What follows belongs to an exercise in optimizing a design on an open flow for small area, a short achievable clock period and few clock cycles; a production flow would make more cautious choices. Function was checked by simulation only, so behaviour that the tests miss may differ from the original. Power and IR drop assume default switching activity.

## job 101
// alu_unit
module alu_unit(
    input clk,
    input rst,
    input in_valid,
    output in_ready,
    input [15:0] a,
    input [15:0] b,
    input [2:0] op,
    output reg out_valid,
    output reg [15:0] r
    );
clock: 70.0 ns
lec_check: 0
abc_area: 1
cap_margin: 20
core_margin: 2
core_utilization: 40
slew_margin: 20
standard.sh (not shown) runs the stock make flow with config.mk's settings and CLKGATE_MAP_FILE= SYNTH_SCRIPT=/design/flow/synth_recipe.tcl, a recipe that flattens the netlist after the stock synthesis.
==> flow/flow/run.sh <==
#!/bin/bash
# Layout flow: the standard flow, except that synthesis maps with the
# ABC script in flow/abc_area.script (area-oriented mapping, no ABC
# buffering/upsizing; the resizer later fixes timing on the placed design).
# Then: buf_1 port buffers, clkbuf_8 clock buffers, and the resizer asked
# to leave 55 ns of setup slack. Each part logs to its own file.
set -e
rm -rf scripts_abc
cp -r "$FLOW_HOME/scripts" scripts_abc
cp flow/abc_area.script scripts_abc/abc_area.script
A=("BUFFER_PORTS_ARGS=-buffer_cell sky130_fd_sc_hd__buf_1" CTS_BUF_LIST=sky130_fd_sc_hd__clkbuf_8 SETUP_SLACK_MARGIN=55 )
bash standard.sh "${A[@]}" SCRIPTS_DIR=$PWD/scripts_abc synth > synth.log 2>&1
bash standard.sh "${A[@]}" finish > standard.log 2>&1
==> flow/flow/abc_area.script <==
strash
dch
map -a
strash
dch
amap
topo
stime -c
Testbench counts of job 101, summed over its fixed seeds: cycles 4,032.
### job 101 -> job 104
Settings: CORE_UTILIZATION: 40 -> 60.
==> flow/flow/abc_area.script <==
strash
dch
amap
strash
dch
amap
topo
stime -c
--- outcome ---
Number of buffers outside the clock class in the layout of job 104 falls short of that of job 101 by more than 10%.
Area after synthesis: job 104 vs job 101 down 1.3%
When job 104 is set beside job 101, its post-cts gate resize count turns out to be 6 smaller.


alu_unit again, from the RTL that the note above started with.
==> flow/design.v (excerpt) <==
module alu_unit(
    input clk,
    input rst,
    input in_valid,
    output in_ready,
    input [15:0] a,
    input [15:0] b,
    input [2:0] op,
    output reg out_valid,
    output reg [15:0] r
    );
assign in_ready = 1'b1;
reg [15:0] a_q, b_q;
reg [2:0] op_q;
reg v0;
always @(posedge clk) begin
    a_q <= a;
    b_q <= b;
    op_q <= op;
    v0 <= in_valid & ~rst;
end
wire mul0 = op_q == 3'd3;
wire div0 = op_q == 3'd4;
wire add0 = op_q == 3'd1;
wire sub0 = op_q == 3'd2;
wire [2:0] k0 = ~v0 ? 3'b000 : div0 ? 3'b100 : sub0 ? 3'b101 :
                mul0 ? 3'b110 : add0 ? 3'b111 : 3'b001;
wire [15:0] y0 = b_q ^ {16{div0 | sub0}};
wire [15:0] x0 = {a_q[15:9] & {7{~mul0}}, a_q[8:0]};
wire [1:0] s15;
wire g15_0_0 = (x0[15] & y0[0]) | ((div0 | sub0) & (x0[15] ^ y0[0]));
wire p15_0_0 = x0[15] ^ y0[0];
assign s15[0] = p15_0_0 ^ (div0 | sub0);
assign s15[1] = g15_0_0;
wire sel15 = mul0 ? a_q[15] : (div0 & s15[1] & &y0[15:1]);
wire [15:0] x_15 = sel15 ? {s15[0:0], x0[14:0]} : x0;
wire [2:0] s14;
wire g14_0_0 = (x_15[14] & y0[0]) | ((div0 | sub0) & (x_15[14] ^ y0[0]));
wire p14_0_0 = x_15[14] ^ y0[0];
wire g14_1_1 = x_15[15] & y0[1];
wire p14_1_1 = x_15[15] ^ y0[1];
wire g14_1_0 = g14_1_1 | (p14_1_1 & g14_0_0);
wire p14_1_0 = p14_1_1 & p14_0_0;
assign s14[0] = p14_0_0 ^ (div0 | sub0);
assign s14[1] = p14_1_1 ^ g14_0_0;
assign s14[2] = g14_1_0;
wire sel14 = mul0 ? a_q[14] : (div0 & s14[2] & &y0[15:2]);
wire [15:0] x_14 = sel14 ? {s14[1:0], x_15[13:0]} : x_15;
wire [3:0] s13;
wire g13_0_0 = (x_14[13] & y0[0]) | ((div0 | sub0) & (x_14[13] ^ y0[0]));
wire p13_0_0 = x_14[13] ^ y0[0];
wire g13_1_1 = x_14[14] & y0[1];
wire p13_1_1 = x_14[14] ^ y0[1];
wire g13_2_2 = x_14[15] & y0[2];
wire p13_2_2 = x_14[15] ^ y0[2];
wire g13_1_0 = g13_1_1 | (p13_1_1 & g13_0_0);
  ...
export LEC_CHECK = 0
export ABC_AREA = 1
export CAP_MARGIN = 20
export CORE_MARGIN = 2
export CORE_UTILIZATION = 40
export SLEW_MARGIN = 20
create_clock -name core_clock -period 70.0 [get_ports {clk}]
==> flow/flow/run.sh <==
#!/bin/bash
# Layout flow: the standard flow, except that synthesis maps with the
# ABC script in flow/abc_area.script (area-oriented mapping, no ABC
# buffering/upsizing; the resizer later fixes timing on the placed design).
# Then: buf_1 port buffers, clkbuf_8 clock buffers, and the resizer asked
# to leave 55 ns of setup slack. Each part logs to its own file.
set -e
rm -rf scripts_abc
cp -r "$FLOW_HOME/scripts" scripts_abc
cp flow/abc_area.script scripts_abc/abc_area.script
A=("BUFFER_PORTS_ARGS=-buffer_cell sky130_fd_sc_hd__buf_1" CTS_BUF_LIST=sky130_fd_sc_hd__clkbuf_8 SETUP_SLACK_MARGIN=55 GPL_TIMING_DRIVEN=0)
bash standard.sh "${A[@]}" SCRIPTS_DIR=$PWD/scripts_abc synth > synth.log 2>&1
bash standard.sh "${A[@]}" finish > standard.log 2>&1
==> flow/flow/abc_area.script <==
strash
dch
amap
strash
dch
amap
topo
stime -c
The baseline passed the timing, DRC and antenna checks.
Testbench counts at the start, summed over its fixed seeds: cycles 4,032.
Edit:
--- a/flow/flow/run.sh
+++ b/flow/flow/run.sh
@@ -11 +11 @@
-A=("BUFFER_PORTS_ARGS=-buffer_cell sky130_fd_sc_hd__buf_1" CTS_BUF_LIST=sky130_fd_sc_hd__clkbuf_8 SETUP_SLACK_MARGIN=55 GPL_TIMING_DRIVEN=0)
+A=("BUFFER_PORTS_ARGS=-buffer_cell sky130_fd_sc_hd__buf_1" CTS_BUF_LIST=sky130_fd_sc_hd__clkbuf_8 SETUP_SLACK_MARGIN=55 GPL_ROUTABILITY_DRIVEN=0)
Settings changed: CORE_UTILIZATION 40 to 50.
After rerunning: Setup slack degrades by 0.024 ns. Total power fell by about 2.7%. Fmax barely changes. Synthesized cell count stays the same. Utilization rises by 10 points. Area after synthesis stays the same. Combinational power falls by about 0.7%. Design area is lower by 2.9%.
Edit:
--- a/flow/flow/run.sh
+++ b/flow/flow/run.sh
@@ -11 +11 @@
-A=("BUFFER_PORTS_ARGS=-buffer_cell sky130_fd_sc_hd__buf_1" CTS_BUF_LIST=sky130_fd_sc_hd__clkbuf_8 SETUP_SLACK_MARGIN=55 GPL_ROUTABILITY_DRIVEN=0)
+A=("BUFFER_PORTS_ARGS=-buffer_cell sky130_fd_sc_hd__buf_1" CTS_BUF_LIST=sky130_fd_sc_hd__clkbuf_8 SETUP_SLACK_MARGIN=55 SETUP_MOVE_SEQUENCE=unbuffer,sizeup,swap,buffer)
Settings changed: CORE_UTILIZATION 50 to 40.
The new run passed the timing, DRC and antenna checks; synthesized cell count does not change; maximum frequency barely changes; core utilization shrinks by 11 points; final area rises by 1.3%; cell count grows by 3.9%; setup slack is worse by 0.0097 ns; global-route usage drops by 4.7 points; first-iteration DRC count is lower by 21%; combinational power is higher by about 1%; register-to-register slack improves by 0.24 ns; via count came out higher by 0.33%.
Edit:
--- a/flow/flow/run.sh
+++ b/flow/flow/run.sh
@@ -6 +6 @@
-# to leave 55 ns of setup slack. Each part logs to its own file.
+# to leave 55.1 ns of setup slack. Each part logs to its own file.
@@ -11 +11 @@
-A=("BUFFER_PORTS_ARGS=-buffer_cell sky130_fd_sc_hd__buf_1" CTS_BUF_LIST=sky130_fd_sc_hd__clkbuf_8 SETUP_SLACK_MARGIN=55 SETUP_MOVE_SEQUENCE=unbuffer,sizeup,swap,buffer)
+A=("BUFFER_PORTS_ARGS=-buffer_cell sky130_fd_sc_hd__buf_1" CTS_BUF_LIST=sky130_fd_sc_hd__clkbuf_8 SETUP_SLACK_MARGIN=55.1 )
What happened: Worst hold slack is about the same; count of clock-buffer cells in the layout does not change; worst setup slack improved by 0.027 ns; cell count hardly moves; routed wire length stays flat.
Edit:
--- a/flow/flow/run.sh
+++ b/flow/flow/run.sh
@@ -6 +6 @@
-# to leave 55.1 ns of setup slack. Each part logs to its own file.
+# to leave 55 ns of setup slack. Each part logs to its own file.
@@ -11 +11 @@
-A=("BUFFER_PORTS_ARGS=-buffer_cell sky130_fd_sc_hd__buf_1" CTS_BUF_LIST=sky130_fd_sc_hd__clkbuf_8 SETUP_SLACK_MARGIN=55.1 )
+A=("BUFFER_PORTS_ARGS=-buffer_cell sky130_fd_sc_hd__buf_1" CTS_BUF_LIST=sky130_fd_sc_hd__clkbuf_8 SETUP_SLACK_MARGIN=55 )
- final cell count barely changes
- design area decreases by about 1%
- power is about the same
- routed wire length stays flat
- area after synthesis does not change
- combinational power is about the same
- sequential share of layout area went up by 0.18 points
- maximum frequency stays flat
- non-clock buffer count falls by 1
- global-route usage does not change
- via count hardly moves
Edit:
--- a/flow/flow/run.sh
+++ b/flow/flow/run.sh
@@ -11 +11 @@
-A=("BUFFER_PORTS_ARGS=-buffer_cell sky130_fd_sc_hd__buf_1" CTS_BUF_LIST=sky130_fd_sc_hd__clkbuf_8 SETUP_SLACK_MARGIN=55 )
+A=("BUFFER_PORTS_ARGS=-buffer_cell sky130_fd_sc_hd__buf_1" CTS_BUF_LIST=sky130_fd_sc_hd__clkbuf_8 SETUP_SLACK_MARGIN=55 SKIP_GATE_CLONING=1)
- The changed run completed with no timing, DRC or antenna violations
- sequential share of layout area stays the same
- count of clock-buffer cells in the layout stays the same
- flip-flop and latch count is unchanged
- synthesized cell count does not change

port drivers added, routing unchanged:
The flow's constraints put no driver on any port. The routed layouts listed below were extracted and timed again, unchanged, in two steps.
Step 1: set_driving_cell puts a clkbuf_16 on clk and a buf_2 on each other input, an assumption about the parent block.
Step 2 times the ports against the registers' clock, not the clock port: input delays grow and output delays shrink by t, the midpoint of the rising clock arrivals with the driver on.
Slacks: ideal / step 1 / step 2; pairs: ideal / step 1.
run | shift t [ns] | setup WS [ns] | latest minus earliest clock arrival (ns) | slew at the worst register clock pin (ns) | cell pins on the clock port's net
job 101 | 0.480 | 55.070 / 55.031 / 55.220 | 0.012 / 0.012 | 0.09 / 0.09 | 1
job 104 | 0.469 | 55.060 / 55.019 / 55.346 | 0.017 / 0.017 | 0.09 / 0.09 | 1
the first run of note 2 | 0.482 | 55.077 / 55.040 / 55.370 | 0.016 / 0.016 | 0.10 / 0.10 | 1
the second run of note 2 | 0.486 | 55.053 / 55.011 / 55.345 | 0.017 / 0.017 | 0.09 / 0.09 | 1
the third run of note 2 | 0.476 | 55.043 / 55.004 / 55.337 | 0.021 / 0.022 | 0.09 / 0.09 | 1
the fourth run of note 2 | 0.478 | 55.070 / 55.031 / 55.336 | 0.019 / 0.019 | 0.09 / 0.09 | 1
the fifth run of note 2 | 0.476 | 55.043 / 55.004 / 55.337 | 0.021 / 0.022 | 0.09 / 0.09 | 1
the sixth run of note 2 | 0.476 | 55.043 / 55.004 / 55.337 | 0.021 / 0.022 | 0.09 / 0.09 | 1
After both steps setup and hold are still met in every run listed.
